This is an optimization exercise on Yosys and OpenROAD, whose aim is small area, not a production implementation.
For this run, only the layout was checked, not whether the RTL still works.
The flow treats the clock pin as an ideal source, which a real chip does not have.
Power figures rest on the tool's default switching activity, not on a simulated workload.

## flow/design.v

```verilog
`timescale 1ns/100ps
`default_nettype none
module convert_hex_to_seven_segment (
	input logic [3:0] hex_value,
	output logic [6:0] converted_value
);
always_comb begin
	case(hex_value)
		4'h1: converted_value = 7'b1111001;
		4'h2: converted_value = 7'b0100100;
		4'h3: converted_value = 7'b0110000;
		4'h4: converted_value = 7'b0011001;
		4'h5: converted_value = 7'b0010010;
		4'h6: converted_value = 7'b0000010;
		4'h7: converted_value = 7'b1111000;
		4'h8: converted_value = 7'b0000000;
		4'h9: converted_value = 7'b0011000;
		4'ha: converted_value = 7'b0001000;
		4'hb: converted_value = 7'b0000011;
		4'hc: converted_value = 7'b1000110;
		4'hd: converted_value = 7'b0100001;
		4'he: converted_value = 7'b0000110;
		4'hf: converted_value = 7'b0001110;
		4'h0: converted_value = 7'b1000000;
	endcase
end
endmodule
`timescale 1ns/100ps
`default_nettype none
module exercise2 (
		input logic CLOCK_50_I,
		input logic[3:0] PUSH_BUTTON_I,
		input logic[17:0] SWITCH_I,
		output logic[13:0] SEVEN_SEGMENT_N_O,
		output logic[8:0] LED_GREEN_O
);
localparam logic [15:0] LO_F = 16'd40290;    
localparam logic [5:0]  LO_RESET = 6'd34;
localparam logic [15:0] HI_F = 16'd40035;    
localparam logic [6:0]  HI_RESET = 7'd0;
logic resetn;
logic [5:0] lo;
logic [6:0] hi;
logic [3:0] deb [3:0];
logic [3:0] led_green;
logic [3:0] units;
logic [2:0] tens;
logic stop_count, direction;
logic sample_tick, event_slot, count_tick;
logic [3:0] press;
logic at59, at00, at_limit;
assign resetn = ~SWITCH_I[17];
assign sample_tick = (lo & 6'b101011) == 6'b000000;
assign event_slot  = (lo & 6'b101110) == 6'b000000;
assign count_tick  = ((lo & 6'b111010) == 6'b000000) && ((hi & 7'b1110110) == 7'b0100100);
always_ff @ (posedge CLOCK_50_I or negedge resetn) begin
	if (resetn == 1'b0) begin
		lo <= LO_RESET;
		hi <= HI_RESET;
	end else begin
		lo <= {lo[4:0], LO_F[{lo[5], lo[3], lo[1], lo[0]}]};
		if (sample_tick)
			hi <= {hi[5:0], HI_F[{hi[6], hi[4], hi[1], hi[0]}]};
	end
end
genvar gi;
generate
for (gi = 0; gi < 4; gi = gi + 1) begin : g_deb
	logic [3:0] q, n;
	logic s;
	assign q = deb[gi];
	assign s = ~PUSH_BUTTON_I[gi];
	assign n[0] = s | (q[3] & q[2] & ~(q[1] & q[0]));
	assign n[1] = s | q[0];
	assign n[2] = s | q[1];
	assign n[3] = q[2] | (s & (q[3] | q[1]));
	always_ff @ (posedge CLOCK_50_I or negedge resetn) begin
		if (resetn == 1'b0)
			deb[gi] <= 4'b0000;
		else if (sample_tick)
			deb[gi] <= n;
	end
	assign press[gi] = event_slot && (q[0] & ~q[3]);    
end
endgenerate
assign at59 = tens_is_last && units_is_last;
assign at00 = tens_is_first && units_is_first;
assign at_limit = (at59 && !direction) || (at00 && direction);
always_ff @ (posedge CLOCK_50_I or negedge resetn) begin
	if (resetn == 1'b0) begin
		led_green <= 4'h0;
		stop_count <= 1'b0;
		direction <= 1'b0;
	end else begin
		led_green <= led_green ^ press;
		if (press[0])
			stop_count <= ~stop_count;
		else if (at_limit)
			stop_count <= 1'b1;
		if (press[0] && at_limit)
			direction <= ~direction;
		if (!(at59 || at00)) begin
			if (press[2])
				direction <= 1'b1;
			else if (press[1])
				direction <= 1'b0;
		end
	end
end
logic [3:0] units_next;
logic [2:0] tens_next;
logic units_wrap, tens_wrap, units_is_first, units_is_last, tens_is_first, tens_is_last;
logic [6:0] units_seg, tens_seg;
assign units_next[0] = (~units[0]);
assign units_next[1] = (units[0] & units[1] & direction) | (~units[0] & units[1] & ~direction) | (units[0] & ~units[1] & ~units[3] & ~direction) | (~units[0] & units[3] & direction) | (~units[0] & ~units[1] & units[2] & direction);
assign units_next[2] = (~units[0] & units[2] & ~direction) | (units[0] & units[2] & direction) | (units[0] & ~units[1] & units[2]) | (~units[0] & units[1] & units[2]) | (~units[0] & units[3] & direction) | (units[0] & units[1] & ~units[2] & ~direction);
assign units_next[3] = (~units[0] & units[3] & ~direction) | (units[0] & units[3] & direction) | (units[0] & units[1] & units[2] & ~direction) | (~units[0] & ~units[1] & ~units[2] & ~units[3] & direction);
assign units_wrap = (units[0] & units[3] & ~direction) | (~units[0] & ~units[1] & ~units[2] & ~units[3] & direction);
assign units_seg[0] = (~units[0] & ~units[1] & units[2]) | (units[0] & ~units[1] & ~units[2] & ~units[3]);
assign units_seg[1] = (~units[0] & units[1] & units[2]) | (units[0] & ~units[1] & units[2]);
assign units_seg[2] = (~units[0] & units[1] & ~units[2]);
assign units_seg[3] = (units[0] & ~units[1] & ~units[2]) | (~units[0] & ~units[1] & units[2]) | (units[0] & units[1] & units[2]);
assign units_seg[4] = (units[0]) | (~units[1] & units[2]);
assign units_seg[5] = (units[1] & ~units[2]) | (units[0] & units[1]) | (units[0] & ~units[2] & ~units[3]);
assign units_seg[6] = (~units[1] & ~units[2] & ~units[3]) | (units[0] & units[1] & units[2]);
assign units_is_first = (~units[0] & ~units[1] & ~units[2] & ~units[3]);
assign units_is_last = (units[0] & units[3]);
assign tens_next[0] = (~tens[0]);
assign tens_next[1] = (~tens[0] & tens[1] & ~direction) | (~tens[0] & tens[2] & direction) | (tens[0] & tens[1] & direction) | (tens[0] & ~tens[1] & ~tens[2] & ~direction);
assign tens_next[2] = (tens[0] & tens[1] & ~direction) | (tens[0] & tens[2] & direction) | (~tens[0] & tens[2] & ~direction) | (~tens[0] & ~tens[1] & ~tens[2] & direction);
assign tens_wrap = (tens[0] & tens[2] & ~direction) | (~tens[0] & ~tens[1] & ~tens[2] & direction);
assign tens_seg[0] = (~tens[0] & tens[2]) | (tens[0] & ~tens[1] & ~tens[2]);
assign tens_seg[1] = (tens[0] & tens[2]);
assign tens_seg[2] = (~tens[0] & tens[1]);
assign tens_seg[3] = (~tens[0] & tens[2]) | (tens[0] & ~tens[1] & ~tens[2]);
assign tens_seg[4] = (tens[0]) | (tens[2]);
assign tens_seg[5] = (tens[1]) | (tens[0] & ~tens[2]);
assign tens_seg[6] = (~tens[1] & ~tens[2]);
assign tens_is_first = (~tens[0] & ~tens[1] & ~tens[2]);
assign tens_is_last = (tens[0] & tens[2]);
always_ff @ (posedge CLOCK_50_I or negedge resetn) begin
	if (resetn == 1'b0) begin
		units <= 4'd0;    
		tens <= 3'd0;     
	end else if (count_tick && !stop_count) begin
		units <= units_next;
		if (units_wrap)
			tens <= tens_next;
	end
end
assign SEVEN_SEGMENT_N_O[6:0]  = units_seg;
assign SEVEN_SEGMENT_N_O[13:7] = tens_seg;
assign LED_GREEN_O = {1'b0,
						~PUSH_BUTTON_I[3], led_green[3],
						~PUSH_BUTTON_I[2], led_green[2],
						~PUSH_BUTTON_I[1], led_green[1],
						~PUSH_BUTTON_I[0], led_green[0]};
endmodule
```

## flow/flow/run.sh

```bash
#!/bin/bash
# Own layout flow: the standard ORFS flow (standard.sh) with changes that
# only affect how the layout is built, not what it is measured against:
#  * synthesis is the standard one (synth_recipe.tcl: same registers, names and
#    flip-flop cells), except that adders are not pre-mapped to ha/fa cells
#    and ABC maps the combinational logic with an area script.  Each script
#    in flow/abc/ is tried (in parallel, in scratch copies of the ORFS work
#    folder) and the one giving the smallest synthesised area is used for the
#    real run;
#  * port buffers are sky130_fd_sc_hd__buf_1, and buffers from synthesis are
#    removed at floorplan (REMOVE_ABC_BUFFERS);
#  * the clock: if flow/clkbufs.txt exists ("K cell"), just before CTS the
#    clock sinks are split by position into K groups, each driven by its own
#    clock buffer at the group's centroid (flow/clkbufs.tcl), and TritonCTS
#    then has nothing left to do; otherwise CTS runs with flow/cts_args.txt.
# Each tool's full output is kept in the ORFS logs and in the *.log files here.
set -euo pipefail
W=$(pwd)
F=$W/flow
cp standard.sh flow_standard_copy.log
export OWN_FLOW_DIR=$F
export BUFFER_PORTS_ARGS="-buffer_cell sky130_fd_sc_hd__buf_1"
# drop the buffers synthesis put between ports at floorplan, as the
# timing-driven placement would otherwise do
export REMOVE_ABC_BUFFERS=1
if [[ -f $F/clkbufs.txt ]]; then
  export PRE_CTS_TCL=$F/clkbufs.tcl
  export CTS_ARGS="-sink_clustering_enable -repair_clock_nets -dont_use_dummy_load"
else
  export CTS_ARGS="$(cat $F/cts_args.txt)"
fi

# synthesis scripts: synth_recipe.tcl with ORFS's synth.tcl replaced by a copy
# whose ABC step uses the given script
make_synth() {  # name abc-script
  sed -e "s|^source \$::env(SCRIPTS_DIR)/synth_preamble.tcl|&\nset abc_args [lreplace \$abc_args 1 1 $2]|" \
      "$FLOW_HOME/scripts/synth.tcl" > "$W/own_synth_core_$1.tcl"
  sed -e "s|\$::env(SCRIPTS_DIR)/synth.tcl|$W/own_synth_core_$1.tcl|" synth_recipe.tcl > "$W/own_synth_$1.tcl"
  grep -q "$2" "$W/own_synth_core_$1.tcl"
  grep -q "own_synth_core_$1" "$W/own_synth_$1.tcl"
}

names=()
for s in "$F"/abc/*.abc; do
  n=$(basename "$s" .abc)
  names+=("$n")
  make_synth "$n" "$s"
  sed -e "s|$W/orfs|$W/try_$n|g" standard.sh > "$W/try_$n.sh"
  grep -q "try_$n" "$W/try_$n.sh"
  bash "$W/try_$n.sh" SYNTH_SCRIPT="$W/own_synth_$n.tcl" ADDER_MAP_FILE= synth > "$W/try_$n.log" 2>&1 &
done
wait
best=""
best_area=""
for n in "${names[@]}"; do
  st=$(find "$W/try_$n" -name synth_stat.txt | head -1)
  a=$(grep -m1 "Chip area for module" "$st" | awk '{print $NF}' || true)
  echo "$n $a" >> "$W/synth_choice.log"
  cp "$(find "$W/try_$n" -name 1_2_yosys.log | head -1)" "$W/try_${n}_yosys.log" || true
  if [[ -n "$a" ]] && { [[ -z "$best_area" ]] || awk -v a="$a" -v b="$best_area" 'BEGIN{exit !(a < b)}'; }; then
    best=$n; best_area=$a
  fi
done
echo "chosen $best $best_area" >> "$W/synth_choice.log"
rm -rf "$W"/try_*/
test -n "$best"
bash standard.sh SYNTH_SCRIPT="$W/own_synth_$best.tcl" ADDER_MAP_FILE= finish > "$W/flow_make.log" 2>&1
test -f out/final.def
```

## flow/flow/abc/a1_base.abc

```
strash
&get -n
&deepsyn -I 4 -J 50
&put
&get -n
&dch -f
&nf -a -R 1000
&put
topo
```

## flow/flow/abc/a3_mapa.abc

```
strash
&get -n
&deepsyn -I 4 -J 50
&put
dch -f
map -a
topo
```

## flow/flow/abc/a4_nfE.abc

```
strash
&get -n
&deepsyn -I 4 -J 50
&put
&get -n
&dch -f
&nf -a -R 1000 -E 10
&put
topo
```

## flow/flow/abc/a6_amap.abc

```
strash
&get -n
&deepsyn -I 4 -J 50
&put
dch -f
amap
topo
```

## flow/flow/abc/a7_mapa2.abc

```
strash
&get -n
&deepsyn -I 4 -J 50
&put
dch
map -a
topo
```

## flow/flow/abc/b1_amap3.abc

```
strash
&get -n
&deepsyn -I 10 -J 200 -S 2
&put
dch -f
amap
topo
```

## flow/flow/abc/b2_amap4.abc

```
strash
&get -n
&deepsyn -I 4 -J 50
&put
dch -f
amap -m
topo
```

## flow/flow/abc/b3_amap6.abc

```
strash
&get -n
&deepsyn -I 4 -J 50
&put
dch -f
amap -F 100 -A 50
topo
```

## flow/flow/abc/b4_amap11.abc

```
strash
&get -n
&deepsyn -I 10 -J 200 -S 4
&put
dch -f
amap
topo
```

## flow/flow/abc/b5_amap9.abc

```
strash
&get -n
&deepsyn -I 10 -J 200 -S 2
&put
dch -f
amap -m
topo
```

## flow/flow/clkbufs.tcl

```tcl
# Split the clock sinks into K groups by position and drive each group from
# its own clock buffer placed at the group's centroid; the clock port then
# feeds only these K buffers.
proc own_clock_buffers {K cell} {
  set block [ord::get_db_block]
  set dbu [$block getDbUnitsPerMicron]
  set sinks {}
  foreach pin [get_pins -of_objects [get_nets CLOCK_50_I]] {
    if {[get_property $pin direction] != "input"} { continue }
    set inst [[sta::sta_to_db_pin $pin] getInst]
    set b [$inst getBBox]
    lappend sinks [list [expr {([$b xMin] + [$b xMax]) / 2}] [expr {([$b yMin] + [$b yMax]) / 2}] $pin]
  }
  set n [llength $sinks]
  set xs [lsort -integer [lmap s $sinks {lindex $s 0}]]
  set ys [lsort -integer [lmap s $sinks {lindex $s 1}]]
  set axis [expr {([lindex $xs end] - [lindex $xs 0]) >= ([lindex $ys end] - [lindex $ys 0]) ? 0 : 1}]
  set sinks [lsort -integer -index $axis $sinks]
  for {set k 0} {$k < $K} {incr k} {
    set first [expr {$k * $n / $K}]
    set last [expr {($k + 1) * $n / $K - 1}]
    set grp [lrange $sinks $first $last]
    set sx 0; set sy 0; set pins {}
    foreach s $grp { incr sx [lindex $s 0]; incr sy [lindex $s 1]; lappend pins [lindex $s 2] }
    set cx [expr {double($sx) / [llength $grp] / $dbu}]
    set cy [expr {double($sy) / [llength $grp] / $dbu}]
    insert_buffer -buffer_cell $cell -net CLOCK_50_I -load_pins $pins \
      -location [list $cx $cy] -buffer_name clkbuf_own_$k -net_name clknet_own_$k
  }
}

# K and the buffer cell come from flow/clkbufs.txt
set own_clk_cfg [split [string trim [read [open $::env(OWN_FLOW_DIR)/clkbufs.txt]]]]
own_clock_buffers [lindex $own_clk_cfg 0] [lindex $own_clk_cfg 1]
```

## flow/flow/clkbufs.txt

```
4 sky130_fd_sc_hd__clkbuf_4
```

## flow/standard.sh

```bash
#!/bin/bash
# synth_recipe.tcl (not shown) runs the flow's synth.tcl, then flattens the netlist and writes it again
# the make line also repeats each setting of config.mk as NAME=value (left out here)
make -C /OpenROAD-flow-scripts/flow DESIGN_CONFIG=/design/flow/config.mk WORK_HOME=/design/flow/orfs CLKGATE_MAP_FILE= SYNTH_SCRIPT=/design/flow/synth_recipe.tcl "${@:-finish}"
```

## flow/config.mk

```make
export PLATFORM = sky130hd
export DESIGN_NAME = exercise2
export DESIGN_NICKNAME = exercise2
export VERILOG_FILES = /design/flow/design.v
export SDC_FILE = /design/flow/constraint.sdc
export NUM_CORES = 4
export LEC_CHECK = 0
export CAP_MARGIN = 20
export CORE_MARGIN = 2
export CORE_UTILIZATION = 60
export GPL_TIMING_DRIVEN = 0
export SLEW_MARGIN = 20
```

## flow/constraint.sdc

```tcl
create_clock -name core_clock -period 5.0 [get_ports {CLOCK_50_I}]
set_input_delay 1.0000 -clock core_clock [delete_from_list [all_inputs] [get_ports {CLOCK_50_I}]]
set_output_delay 1.0000 -clock core_clock [all_outputs]
set_load 0.01 [all_outputs]
```

==> impl_metrics.tcl <==
set metrics [dict create \
    outcome "complete, no violations" \
    irDropWorstVdd_mv 0.145 \
    muxShareOfSynthArea 0 \
    drc 0 \
    route.top_layer_used "met4" \
    synth_cell_types 24 \
    power.switching_uw 142 \
    syn_area_um2 1850 \
    synthArstFlopShare 1.00 \
    clockPowerShare 0.208 \
    worst_setup_path_start_kind "flip-flop" \
    path_clk_slew_ns 0.11 \
    synth_top_cell_by_area "dfrtp_1" \
    die_w_um 59.5 \
    ys.flop_type "dfrtp_1" \
    synthAdderAreaFrac 0 \
    tightest_slew_ns 0.898 \
    gr-total-overflow 0 \
    comb_power_share 0.121 \
    required_ns 4.00 \
    io_pins 46 \
    regToRegSetupSlack_ns 2.30 \
    synth_seq_cells 42 \
    drt-met1-wl_um 1460 \
    intPower_uw 431 \
    final_area_um2 1970 \
    slew-limit-headroom 0.401 \
    p_leak_uw 0.000808 \
    slew_viol_final 0 \
    post_cts_buffers 0 \
    synthMostInstantiatedCell "dfrtp_1" \
    postCtsHoldBufs 0 \
    timing.rr.start "lo[5]" \
    start_util 0.620 \
    r2r-end "hi[0]" \
    die_y_um 59.5 \
    fin_crit_ns 2.91 \
    clk_latency_ns 0.17 \
    ant_nets 0 \
    yosysTopAreaCellShare 0.542 \
    synth_compound_area_frac 0.219 \
    io_buffers 27 \
    yosys_warnings 2 \
    n_antenna_cell 0 \
    power_density_nw_per_um2 291 \
    power_uw 574 \
    finClkSkew_ns 0.00714 \
    grt_max_degree 43 \
    synthTopCellsByCount "dfrtp_1 (40), nor2_1 (32), clkinv_1 (25)" \
    first_global_vias 1267 \
    finalCritPeriodShare 0.581 \
    core_region_area_um2 2980 \
    grtUsageTotal 0.191 \
    dieArea_um2 3540 \
    final-hold-violation-count 0 \
    synth-xor-area-share 0 \
    place_area_um2 1940 \
    viasPerCell 5.77 \
    nets 241 \
    cp-endpoint "SEVEN_SEGMENT_N_O[0]" \
    avgSynthCellArea_um2 9.61 \
    routed-wl-met2_um 1480 \
    drtIter0Drc 131 \
    synth_top_family_by_area "compound AO/OA/AOI/OAI gates" \
    area_growth_pct 6.71 \
    critPathLaunch "units[0]" \
    drt_first_pass_iters 4 \
    end_kind "primary output" \
    grt_pass1_wl_um 5390 \
    crit_type "reg -> out" \
    power.share.sequential 0.670 \
    rsz0062_at_grt "false" \
    reg2reg_depth 5 \
    cts_resized 0 \
    synth_edf_count 0 \
    vias 1437 \
    yosysSeqAreaShare 0.571 \
    dr_wl_met3_um 120 \
    wl_per_cell_um 12.5 \
    setup_viol_count_final 0 \
    tns_ns 0 \
    hold_path_class "reg -> reg" \
    post-dp-hpwl_um 2300 \
    synth_area_leaders "dfrtp_1 (54%), o22a_1 (8.1%), nor2_1 (6.5%)" \
    rows 20 \
    clock.fmax_mhz 344 \
    worst_ep_arrival_time_ns 1.91 \
    synth-simple-area-share 0.129 \
    drv_cap 0 \
    antenna_found_initial 0 \
    place_congestion 0.717 \
    drive_gt1_frac 0.0370 \
    syn_inst 192 \
    wl_um 3100 \
    cp_max_fo 10 \
    swShare 0.248 \
]
==> logic make-up (layout without fill, tap and decap cells) <==
| kind of cell | after synthesis | in the layout |
|---|---|---|
| AND/OR/NAND/NOR | 57 | 57 |
| buffers and inverters | 32 | 56 |
| other | 1 | 1 |
| AO/OA/AOI/OAI | 60 | 60 |
| flip-flops | 42 | 42 |
==> power by group through the flow <==
stage	Clock [uW]	Combinational [uW]	Sequential (uW)
after floorplan	0	42.8	396
after global placement	0	68.5	390
after detailed placement	0	71.4	392
after CTS	89.1	71.7	392
after global routing	136	80.6	388
final	120	69.5	385
==> area by class of cell, clock buffers not listed <==
| class | count | area, um2 |
|---|---|---|
| fill | 270 | 1010 |
| sequential | 42 | 1050 |
| timing repair buffer | 27 | 101 |
| inverter | 25 | 95.1 |
| multi-input combinational | 118 | 648 |
| tap | 33 | 41.3 |
==> registers in the layout, indices dropped and copies added, names as in the netlist <==
signal / cells
direction: 1
tens: 3
led_green: 4
units: 4
deb: 16
lo: 6
stop_count: 1
hi: 7
==> stage by stage <==
| step | cells | utilization | setup WS [ns] | hold slack (ns) |
|---|---|---|---|---|
| after global routing | 249 | 0.661 | 1.81 | 0.387 |
| after detailed placement | 245 | 0.651 | 2.29 | 0.355 |
| final | 249 | 0.661 | 2.09 | 0.378 |
| after floorplan | 185 | - | 2.41 | 0.347 |
| after CTS | 249 | 0.661 | 2.28 | 0.355 |
| after global placement | 245 | 0.650 | 1.81 | 0.356 |
==> layer usage <==
layer	track usage	up-vias
met5	0	-
met4	0.0195	0
met2	0.339	35
li1	-	715
met1	0.269	682
met3	0.0109	5
==> critical path: stages, from the launching register on <==
cell and delay [ns]:
dfrtp_1 0.53, clkinv_1 0.25, o22ai_1 0.26, nor2_1 0.08, nor2_1 0.19, clkinv_1 0.11
nor2_1 0.15, buf_1 0.16
==> worst min path at each step <==
| stage | to | from | depth (start not counted) |
|---|---|---|---|
| 2_1_floorplan | lo[3] | lo[2] | 0 |
| 3_3_place_gp | lo[3] | lo[2] | 0 |
| 3_5_place_dp | lo[3] | lo[2] | 0 |
| 4_1_cts | lo[3] | lo[2] | 0 |
| 5_1_grt | lo[3] | lo[2] | 0 |
| 6_report | lo[3] | lo[2] | 0 |
==> cells in the final DEF, fill, tap and decap left out, types with 2 or more instances in the layout <==
cell type	Yosys	final
or2_0	2	2
clkbuf_4	0	4
o22ai_1	6	6
dfrtp_1	40	40
buf_1	0	27
a21oi_1	17	17
o22a_1	17	17
o21ai_0	6	6
clkinv_1	25	24
a22oi_1	2	2
dfstp_2	2	2
nor3_1	5	5
o21a_1	4	4
nor2_1	32	31
a31oi_1	4	4
nand2_1	14	14

-- separate check: timing with driven ports --
No port has a modelled driver above. Below, the same layout with a new extraction and two added sets of constraints.
Step 1: set_driving_cell puts a clkbuf_16 on CLOCK_50_I and a buf_2 on each other input, an assumption about the parent block.
Step 2 also shifts input and output timing later by t, the mid clock arrival at the registers, as if the neighbouring blocks saw the same clock.
a / b / c = ideal ports / drivers / drivers and shift; a / b = the first two.
t (ns): 0.200
setup slack, ns: 2.095 / 2.058 / 2.257
latest minus earliest clock arrival (ns): 0.007 / 0.007
After both steps this run still meets setup and hold. The setup slack of this run moves by -0.037 ns with the drivers and by +0.162 ns with both steps.
